Source: an optimization exercise on an open RTL-to-GDS flow (aim: small area). Production flows keep margins and buffers that such runs may drop.
No activity file was given, so power comes from the tool's default toggle rates.

== wip/lagoon ==
==> flow/design.v <==
module DP_project(
    input [1:0] mode,
    input start, cancel, door_close, fill_water, drain_water, in_clk,
    output door_lock, fill_valve, drain_valve, motor_bled,
    output [3:0] mode_led,
    output [2:0] status,
    output [4:0] ps_led,
    output [6:0] lcd_out,
    output [7:0] lcd_an
    );
    localparam IDLE = 3'd0, READY = 3'd1, WASH = 3'd2, RINSE = 3'd3, SPIN = 3'd4;
    reg [3:0] k;
    reg [1:0] s;
    reg       fp;        
    wire k9   = k[3] && k[0];
    wire tick = k[3] && !k[0] && !s[0];
    always @(posedge in_clk) begin
        if (cancel) begin
            k <= 4'd8;
            s <= 2'd3;
        end else if (k9) begin
            k <= 4'd0;
            s <= s + 1'b1;
        end else
            k <= k + 1'b1;
    end
    reg [2:0]  ps;
    reg [1:0]  step;
    reg        e;        
    reg        motor;
    reg [1:0]  ml;       
    reg [7:0]  r;        
    reg [4:0]  d;
    wire st_idle  = (ps == IDLE);
    wire st_ready = (ps == READY);
    wire st_wash  = (ps == WASH);
    wire st_rinse = (ps == RINSE);
    wire st_spin  = (ps == SPIN);
    wire st_wr    = st_wash || st_rinse;
    reg [4:0] dend;
    always @(*) begin
        case (ps)
            WASH:    dend = ml[0] ? 5'd7 : 5'd16;
            RINSE:   dend = ml[1] ? 5'd4 : (ml[0] ? 5'd1 : 5'd2);
            default: dend = (ml == 2'd3) ? 5'd0 : (ml == 2'd2) ? 5'd30 : 5'd28;
        endcase
    end
    wire r0   = (r == 8'd0);
    wire done = r0 && (d == dend);
    reg [4:0] dload;
    always @(*) begin
        case (mode)
            2'd0: dload = 5'd22;
            2'd1: dload = 5'd18;
            2'd2: dload = 5'd16;
            default: dload = 5'd4;
        endcase
    end
    wire [4:0] ddec = (d == 5'd16) ? 5'd9 : d - 1'b1;
    wire [1:0] dmode = {~d[1], d[2] ^ d[1]};
    always @(posedge in_clk) begin
        if (cancel) begin
            ps <= IDLE;
            step <= 2'b10;
            e <= 1'b0;
            motor <= 1'b0;
            ml <= 2'd0;
            r <= 8'd0;
            d <= 5'd0;
        end else if (tick) begin
            if (!motor || done || r == 8'd236)
                r <= 8'd0;
            else
                r <= {r[6:0], ~(r[7] ^ r[5] ^ r[4] ^ r[3])};
            if (st_idle)
                d <= dload;
            else if (motor && r0)
                d <= ddec;
            case (ps)
                IDLE: begin
                    if (start && door_close) begin
                        ps <= READY;
                        step[0] <= 1'b0;
                    end else if (start) begin
                        step[0] <= 1'b1;
                    end else begin
                        e <= 1'b1;
                        step <= 2'b00;
                        ml <= mode;
                    end
                end
                READY: begin
                    e <= 1'b0;
                    step <= 2'b00;
                    ml <= dmode;
                    ps <= (dmode[1] == 1'b0) ? WASH : (dmode[0] ? SPIN : RINSE);
                end
                WASH, RINSE: begin
                    case (step)
                        2'd0: begin
                            e <= 1'b1;
                            step <= {1'b0, fill_water};
                        end
                        2'd1: begin
                            motor <= 1'b1;
                            if (done) step <= 2'd2;
                        end
                        2'd2: begin
                            motor <= 1'b0;
                            if (drain_water) step <= 2'd3;
                        end
                        default: begin
                            if (!e)
                                step <= 2'd0;
                            else begin
                                e <= 1'b0;
                                ps <= st_wash ? RINSE : SPIN;
                            end
                        end
                    endcase
                end
                default: begin  
                    if (!done) begin
                        e <= 1'b1;
                        motor <= 1'b1;
                    end else begin
                        e <= 1'b0;
                        motor <= 1'b0;
                        step <= 2'b00;
                        ps <= IDLE;
                    end
                end
            endcase
        end
    end
    wire z  = (st_idle || st_ready) && step[1];
    wire rd = st_idle && step[0];
    assign door_lock   = !st_idle;
    assign motor_bled  = motor;
    assign fill_valve  = st_wr && ((step == 2'd0 && e) || (step == 2'd1 && !motor));
    assign drain_valve = st_wr && ((step == 2'd2 && !motor) || (step == 2'd3 && e));
    assign mode_led    = z ? 4'b0000 : (4'b0001 << ml);
    assign status      = !st_idle ? 3'b010 :
                         rd ? 3'b001 : e ? 3'b100 : z ? 3'b000 : 3'b010;
    reg [4:0] psl;
    always @(*) begin
        if (st_idle || st_ready)
            psl = z ? 5'b00000 : e ? 5'b00001 : 5'b10000;
        else if (st_wash)
            psl = e ? 5'b00100 : 5'b00010;
        else if (st_rinse)
            psl = e ? 5'b01000 : (ml == 2'd2 ? 5'b00010 : 5'b00100);
        else
            psl = e ? 5'b10000 : (ml == 2'd3 ? 5'b00010 : 5'b01000);
    end
    assign ps_led = psl;
    wire       ten  = d[4] && !d[3];
    wire [3:0] unit = {d[3] && !d[4], d[2:0] & {3{!(d[4] && d[3])}}};
    reg [3:0] ur;        
    reg       tb;        
    reg       tr;        
    wire s0 = (s == 2'd0);
    wire at00 = s0 && (k == 4'd0);
    wire at08 = tick && !s[1];
    wire at11 = (s == 2'd1) && (k == 4'd1);
    always @(posedge in_clk) begin
        if (cancel) begin
            ur <= 4'd0;
            tb <= 1'b0;
            tr <= 1'b0;
            fp <= 1'b1;
        end else begin
            if (at00)
                ur <= unit;
            if (at08)
                tb <= ten;
            if (at11) begin
                tr <= ten;
                fp <= 1'b0;
            end
        end
    end
    wire       blank = fp && ((s == 2'd3) || ((s == 2'd1) && (k == 4'd0)));
    wire [3:0] dig = s0 ? ur : {3'b000, at11 ? tb : tr};
    wire [1:0] an = {s0 || (fp && s == 2'd3), !(s0 || (fp && s == 2'd3 && k[0]))};
    reg [6:0] seg;
    always @(*) begin
        case (dig)
            4'd0: seg = 7'b1000000;
            4'd1: seg = 7'b1111001;
            4'd2: seg = 7'b0100100;
            4'd3: seg = 7'b0110000;
            4'd4: seg = 7'b0011001;
            4'd5: seg = 7'b0010010;
            4'd6: seg = 7'b0000010;
            4'd7: seg = 7'b1111000;
            4'd8: seg = 7'b0000000;
            default: seg = 7'b0010000;
        endcase
    end
    assign lcd_out = blank ? 7'b1111111 : seg;
    assign lcd_an  = {6'b111111, an};
endmodule
export LEC_CHECK = 0
export ABC_AREA = 1
export CAP_MARGIN = 20
export CORE_MARGIN = 2
export CORE_UTILIZATION = 40
export PLACE_DENSITY = 0.6
export SLEW_MARGIN = 20
create_clock -name core_clock -period 15.0 [get_ports {in_clk}]
standard.sh (not shown) runs the stock make flow with config.mk's settings and CLKGATE_MAP_FILE= SYNTH_SCRIPT=/design/flow/synth_recipe.tcl, a recipe that flattens the netlist after the stock synthesis.
==> flow/flow/run.sh <==
#!/bin/bash
set -euo pipefail
here=$(pwd)
export MY_ABC_SCRIPT=$here/flow/area.abc
args=(ADDER_MAP_FILE= SYNTH_SCRIPT=$here/flow/my_synth.tcl "BUFFER_PORTS_ARGS=-buffer_cell sky130_fd_sc_hd__buf_1" "CTS_ARGS=-sink_clustering_enable -repair_clock_nets -buf_list sky130_fd_sc_hd__clkbuf_2 -root_buf sky130_fd_sc_hd__clkbuf_4 -sink_clustering_size 12 -sink_clustering_max_diameter 100 -dont_use_dummy_load")
bash standard.sh "${args[@]}" synth > synth.log 2>&1
bash standard.sh "${args[@]}" finish > finish.log 2>&1
==> flow/flow/area.abc <==
strash
&get -n
&deepsyn -T 30
&put
strash
dch -f
amap
topo
==> flow/flow/my_synth.tcl <==
# The standard flow's synthesis (synth_recipe.tcl) with one change: the final abc
# mapping runs an area-oriented script (flow/area.abc) in place of the
# platform's.
proc synth {args} { yosys synth -nofsm -noshare {*}$args }
proc abc {args} {
  set i [lsearch -exact $args -script]
  if {$i >= 0} {
    set args [lreplace $args [expr {$i+1}] [expr {$i+1}] $::env(MY_ABC_SCRIPT)]
  }
  yosys abc {*}$args
}
source $::env(SCRIPTS_DIR)/synth.tcl
# left out here: clear keep_hierarchy, flatten, clean up, hide names made inside functions, write 1_2_yosys.v
### wip/lagoon -> wip/willow
- CTS_CLUSTER_SIZE: unset -> 50
- CTS_BUF_LIST: unset -> sky130_fd_sc_hd__clkbuf_16
- CTS_CLUSTER_DIAMETER: unset -> 200
==> flow/flow/run.sh <==
#!/bin/bash
set -euo pipefail
here=$(pwd)
export MY_ABC_SCRIPT=$here/flow/area.abc
args=(ADDER_MAP_FILE= SYNTH_SCRIPT=$here/flow/my_synth.tcl "BUFFER_PORTS_ARGS=-buffer_cell sky130_fd_sc_hd__buf_1")
bash standard.sh "${args[@]}" synth > synth.log 2>&1
bash standard.sh "${args[@]}" finish > finish.log 2>&1
==> comparison <==
wip/lagoon vs wip/willow, master of the slowest instance on the critical path: sky130_fd_sc_hd__nor4_1 vs sky130_fd_sc_hd__nor3_1. Total power deteriorates in wip/willow relative to wip/lagoon. [compare] base=wip/lagoon new=wip/willow: total number of multi-input combinational cells saw an increase; final instance area increased by about 4% relative to the old numbers; share of cells above drive strength 1 increased 0.32 points.
> inputs changed (wip/willow -> wip/amber)
- clearing CTS_BUF_LIST, which used to be sky130_fd_sc_hd__clkbuf_16
- clearing CTS_CLUSTER_DIAMETER, which used to be 200
- clearing CTS_CLUSTER_SIZE, which used to be 50
diff --git a/flow/flow/run.sh b/flow/flow/run.sh
--- a/flow/flow/run.sh
+++ b/flow/flow/run.sh
@@ -5 +5 @@
-args=(ADDER_MAP_FILE= SYNTH_SCRIPT=$here/flow/my_synth.tcl "BUFFER_PORTS_ARGS=-buffer_cell sky130_fd_sc_hd__buf_1")
+args=(ADDER_MAP_FILE= SYNTH_SCRIPT=$here/flow/my_synth.tcl "BUFFER_PORTS_ARGS=-buffer_cell sky130_fd_sc_hd__buf_1" "CTS_ARGS=-sink_clustering_enable -repair_clock_nets -buf_list sky130_fd_sc_hd__clkbuf_4 -sink_clustering_size 40 -sink_clustering_max_diameter 500 -dont_use_dummy_load")
Notes after the runs:
wip/amber vs. wip/willow: share of total power consumed by net switching went up by 3.6 points.
wip/amber against wip/willow: global-route usage shows a reduction of 0.23 points, total clock sinks shows no meaningful change, setup slack shows a reduction of 0.012 ns.
The sequential fraction of total cell area number comes out higher for wip/amber vs wip/willow.
wip/amber vs wip/willow, clock share of power went down by 17 points.
For wip/ember, these inputs were changed with respect to wip/amber:
==> flow/flow/run.sh <==
#!/bin/bash
set -euo pipefail
here=$(pwd)
export MY_ABC_SCRIPT=$here/flow/area.abc
args=(ADDER_MAP_FILE= SYNTH_SCRIPT=$here/flow/my_synth.tcl "BUFFER_PORTS_ARGS=-buffer_cell sky130_fd_sc_hd__buf_1" "CTS_ARGS=-sink_clustering_enable -repair_clock_nets -buf_list sky130_fd_sc_hd__clkbuf_8 -sink_clustering_size 40 -sink_clustering_max_diameter 500 -dont_use_dummy_load")
bash standard.sh "${args[@]}" synth > synth.log 2>&1
bash standard.sh "${args[@]}" finish > finish.log 2>&1
Notes after the runs:
Changes observed in wip/ember relative to wip/amber: final instance area now larger, clock network fraction of total power went up.
Height of the die across wip/amber and wip/ember: no real change.
Edits applied to the flow inputs when going from wip/ember to wip/xenon:
==> flow/flow/run.sh <==
#!/bin/bash
set -euo pipefail
here=$(pwd)
export MY_ABC_SCRIPT=$here/flow/area.abc
args=(ADDER_MAP_FILE= SYNTH_SCRIPT=$here/flow/my_synth.tcl "BUFFER_PORTS_ARGS=-buffer_cell sky130_fd_sc_hd__buf_1")
bash standard.sh "${args[@]}" synth > synth.log 2>&1
bash standard.sh "${args[@]}" finish > finish.log 2>&1
==> notes.md <==
- For wip/ember, the cell with the largest stage delay on the worst path was sky130_fd_sc_hd__nor4_1, unlike wip/xenon, where it was sky130_fd_sc_hd__nor3_1.
- Summary of wip/xenon over wip/ember: horizontal die dimension ~0 delta; worst-case setup margin in the final layout went up; final cell count went up; number of fill cells in the layout dropped about 5.5%.
- Re actual slew at the worst max-slew pin: wip/xenon is 0.20 ns up on wip/ember.
Here is what was changed in the inputs of wip/sierra compared with wip/xenon.
diff --git a/flow/flow/run.sh b/flow/flow/run.sh
--- a/flow/flow/run.sh
+++ b/flow/flow/run.sh
@@ -5 +5 @@
-args=(ADDER_MAP_FILE= SYNTH_SCRIPT=$here/flow/my_synth.tcl "BUFFER_PORTS_ARGS=-buffer_cell sky130_fd_sc_hd__buf_1")
+args=(ADDER_MAP_FILE= SYNTH_SCRIPT=$here/flow/my_synth.tcl "BUFFER_PORTS_ARGS=-buffer_cell sky130_fd_sc_hd__buf_1" "CTS_ARGS=-sink_clustering_enable -repair_clock_nets -buf_list sky130_fd_sc_hd__clkbuf_4 -dont_use_dummy_load")
--- outcome ---
- wip/sierra vs wip/xenon, highest achievable clock rate went down by 1.3%.
- Compared with wip/xenon, wip/sierra is more frugal on power.
- Between wip/xenon and wip/sierra, the flow reports post-layout instance area decreasing by a few percent.
No run of this note included a check of the RTL's function; only the layout flow was run.

-- port drivers added, routing unchanged --
The flow's constraints put no driver on any port. The routed layouts listed below were extracted and timed again, unchanged, in two steps. Step 1: set_driving_cell puts a clkbuf_16 on in_clk and a buf_2 on each other input, an assumption about the parent block. Step 2 times the ports against the registers' clock, not the clock port: input delays grow and output delays shrink by t, the midpoint of the rising clock arrivals with the driver on. Three values: ideal ports, drivers, drivers and shift; two values: the first two.
run | t (ns) | setup slack, ns | latest minus earliest clock arrival (ns) | slew at the worst register clock pin (ns) | pins driven straight from the clock port
wip/lagoon | 0.345 | 9.536 / 9.509 / 9.853 | 0.019 / 0.019 | 0.11 / 0.11 | 1
wip/willow | 0.305 | 9.591 / 9.559 / 9.864 | 0.006 / 0.006 | 0.05 / 0.05 | 1
wip/amber | 0.354 | 9.579 / 9.554 / 9.909 | 0.015 / 0.015 | 0.11 / 0.11 | 1
wip/ember | 0.310 | 9.623 / 9.595 / 9.905 | 0.008 / 0.008 | 0.07 / 0.07 | 1
wip/xenon | 0.307 | 9.652 / 9.625 / 9.932 | 0.006 / 0.006 | 0.07 / 0.07 | 1
wip/sierra | 0.354 | 9.579 / 9.554 / 9.909 | 0.015 / 0.015 | 0.11 / 0.11 | 1
After both steps setup and hold are still met in every run listed.
